Context: an optimization exercise on an open-source flow, tuned for small area and a short achievable clock period. The choices shown serve that exercise and are no tape-out recipe. In this exercise RTL edits were held to simulation tests only and were not proved equivalent to the original.

fjord:
// mips
module mips(
    input wire clk, 
    input wire reset, 
    input wire interrupt,  
    output wire [31:0] macroscopic_pc,  
    output wire [31:0] i_inst_addr,  
    input wire [31:0] i_inst_rdata,  
    output wire [31:0] m_data_addr, 
    input wire [31:0] m_data_rdata,  
    output wire [31:0] m_data_wdata,  
    output wire [3 :0] m_data_byteen,  
    output wire [31:0] m_int_addr,  
    output wire [3:0] m_int_byteen,  
    output wire [31:0] m_inst_addr,  
    output wire w_grf_we,  
    output wire [4:0] w_grf_addr,  
    output wire [31:0] w_grf_wdata,  
    output wire [31:0] w_inst_addr  
    );
For scale: roughly 8500 cells after synthesis, about 1800 flip-flops, ~0.091 mm^2 of cells after synthesis.
==> flow/config.mk <==
export PLATFORM = sky130hd
export DESIGN_NAME = mips
export DESIGN_NICKNAME = mips
export VERILOG_FILES = /design/flow/design.v
export SDC_FILE = /design/flow/constraint.sdc
export NUM_CORES = 4
export LEC_CHECK = 0
export ABC_AREA = 1
export CAP_MARGIN = 5
export CELL_PAD_IN_SITES_DETAIL_PLACEMENT = 1
export CELL_PAD_IN_SITES_GLOBAL_PLACEMENT = 1
export CORE_MARGIN = 2
export CORE_UTILIZATION = 25
export CTS_BUF_LIST = sky130_fd_sc_hd__clkbuf_8
export CTS_CLUSTER_DIAMETER = 100
export CTS_CLUSTER_SIZE = 12
export PLACE_DENSITY = 0.5
export SETUP_SLACK_MARGIN = 5
export SLEW_MARGIN = 5
==> flow/constraint.sdc <==
create_clock -name core_clock -period 200.0 [get_ports {clk}]
set_input_delay 40.0000 -clock core_clock [delete_from_list [all_inputs] [get_ports {clk}]]
set_output_delay 40.0000 -clock core_clock [all_outputs]
set_load 0.01 [all_outputs]
standard.sh (not shown) runs the stock make flow with config.mk's settings and CLKGATE_MAP_FILE= SYNTH_SCRIPT=/design/flow/synth_recipe.tcl, a recipe that flattens the netlist after the stock synthesis.
==> flow/flow/run.sh <==
#!/bin/bash
# Own layout flow: the standard ORFS flow (standard.sh) with two changes
# to synthesis, both in the combinational logic only (registers untouched):
#   - adders' carry chains ($lcu) mapped as ripple carry (flow/lcu_ripple.v)
#     instead of Kogge-Stone
#   - ABC maps with an area-oriented script (flow/abc_own.script)
# After synthesis it is the standard flow, except that the port buffers that
# global placement puts on every input and output are buf_1 cells instead of
# the delay buffer buffer_ports picks by default. Each tool's output goes to
# the ORFS logs under orfs/logs; this script's own output goes to own_flow.log.
set -euo pipefail
W=$(pwd)
F=$W/flow
exec > >(tee -a "$W/own_flow.log") 2>&1

{
  echo "set ::own_lcu {$F/lcu_ripple.v}"
  echo "set ::own_abc {$F/abc_own.script}"
  cat <<'EOT'
proc synth {args} {
  set a {}
  foreach x $args {
    if {[string match *lcu_kogge_stone.v $x]} { lappend a $::own_lcu } else { lappend a $x }
  }
  yosys synth -nofsm -noshare {*}$a
}
proc abc {args} {
  set i [lsearch -exact $args -script]
  if {$i >= 0} { lset args [expr {$i + 1}] $::own_abc }
  puts "own flow: abc [lrange $args 0 1]"
  yosys abc {*}$args
}
EOT
  # The standard flow's synthesis script without its first line (its own synth proc)
  tail -n +2 "$W/synth_recipe.tcl"
} > "$W/own_synth.tcl"

sed "s#SYNTH_SCRIPT=[^ ]*#SYNTH_SCRIPT=$W/own_synth.tcl#" "$W/standard.sh" > "$W/own_standard.sh"
grep -q "SYNTH_SCRIPT=$W/own_synth.tcl" "$W/own_standard.sh"
bash "$W/own_standard.sh" "BUFFER_PORTS_ARGS=-buffer_cell sky130_fd_sc_hd__buf_1" "${@:-finish}"
==> flow/flow/abc_own.script <==
&get -n
&st
&synch2
&dch
&nf -R 1000
&put
topo
==> flow/flow/lcu_ripple.v <==
// Ripple-carry lookahead unit: maps Yosys's $lcu (the carry chain of every
// adder and comparator) as a plain carry chain instead of Kogge-Stone.
(* techmap_celltype = "$lcu" *)
module _80_lcu_ripple (P, G, CI, CO);
	parameter WIDTH = 2;

	(* force_downto *)
	input [WIDTH-1:0] P, G;
	input CI;

	(* force_downto *)
	output [WIDTH-1:0] CO;

	genvar i;
	generate
		for (i = 0; i < WIDTH; i = i + 1) begin : c
			if (i == 0) begin : f
				assign CO[i] = G[i] | (P[i] & CI);
			end else begin : n
				assign CO[i] = G[i] | (P[i] & CO[i-1]);
			end
		end
	endgenerate
endmodule
[inputs] sierra vs fjord
Settings: CTS_CLUSTER_SIZE changed from 12 to 16; CAP_MARGIN changed from 5 to 10; SLEW_MARGIN changed from 5 to 10; CTS_BUF_LIST changed from sky130_fd_sc_hd__clkbuf_8 to sky130_fd_sc_hd__clkbuf_16.
==> comparison <==
The largest incremental delay on the critical path was comparable across sierra and fjord.
Final wirelength: sierra vs fjord — no meaningful difference
Comparing sierra against fjord, there is no change at all in global placement routability congestion.
The following lists how onyx was set up differently from sierra:
Settings: removing CELL_PAD_IN_SITES_DETAIL_PLACEMENT (formerly 1); removing CTS_CLUSTER_DIAMETER (formerly 100); removing CELL_PAD_IN_SITES_GLOBAL_PLACEMENT (formerly 1); changing CTS_BUF_LIST from sky130_fd_sc_hd__clkbuf_16 to sky130_fd_sc_hd__clkbuf_8; removing CTS_CLUSTER_SIZE (formerly 16); changing CORE_UTILIZATION from 25 to 30; changing PLACE_DENSITY from 0.5 to 0.4.
--- a/flow/flow/run.sh
+++ b/flow/flow/run.sh
@@ -8 +8 @@
-# global placement puts on every input and output are buf_1 cells instead of
+# global placement puts on every input and output are buf_2 cells instead of
@@ -40 +40 @@
-bash "$W/own_standard.sh" "BUFFER_PORTS_ARGS=-buffer_cell sky130_fd_sc_hd__buf_1" "${@:-finish}"
+bash "$W/own_standard.sh" "BUFFER_PORTS_ARGS=-buffer_cell sky130_fd_sc_hd__buf_2" "${@:-finish}"
## What came out
- onyx vs sierra — final cell count dropped by a few percent
- sierra -> onyx: area taken by multi-input logic gates flat
- onyx ends up with a die area that is 17% lower than in sierra.
- onyx completed end to end with timing, DRC and antenna clean.
- Going from sierra to onyx, design area grew slightly.
- Taking sierra as 1.0, onyx lands at 0.913 on height of the die.
- In terms of number of vias in the routed layout, onyx and sierra differ only marginally.
- Compared with sierra, onyx shows routed wire length per instance that has gone up slightly.
- Measured against sierra, the well-tap cell count of onyx comes out at 0.830 times the reference value.

separate check: timing with driven ports:
In the flow no input, the clock included, has a driving cell. The finished layouts below were timed again as built, in two steps. Step 1 assumes that a clkbuf_16 drives the clock port and a buf_2 every other input. Step 2 adds t to the input delays and takes it off the output delays; t is the mean of the earliest and latest rising clock arrival at the registers after step 1. Input paths then give back, and output paths get back, about the clock's delay inside the block. Three values: no drivers, after step 1, after step 2; two values: the first two.
run | shift t [ns] | slack for setup (ns) | hold slack, ns | worst register clock-pin slew, ns | pins driven straight from the clock port
fjord | 1.110 | 118.192 / 118.166 / 118.166 | 0.443 / 0.443 / 0.443 | 0.12 / 0.12 | 1
sierra | 0.948 | 118.215 / 118.189 / 118.189 | 0.439 / 0.439 / 0.439 | 0.09 / 0.09 | 1
onyx | 1.085 | 118.346 / 118.321 / 118.321 | 0.431 / 0.431 / 0.431 | 0.07 / 0.07 | 1
After both steps setup and hold are still met in every run listed.
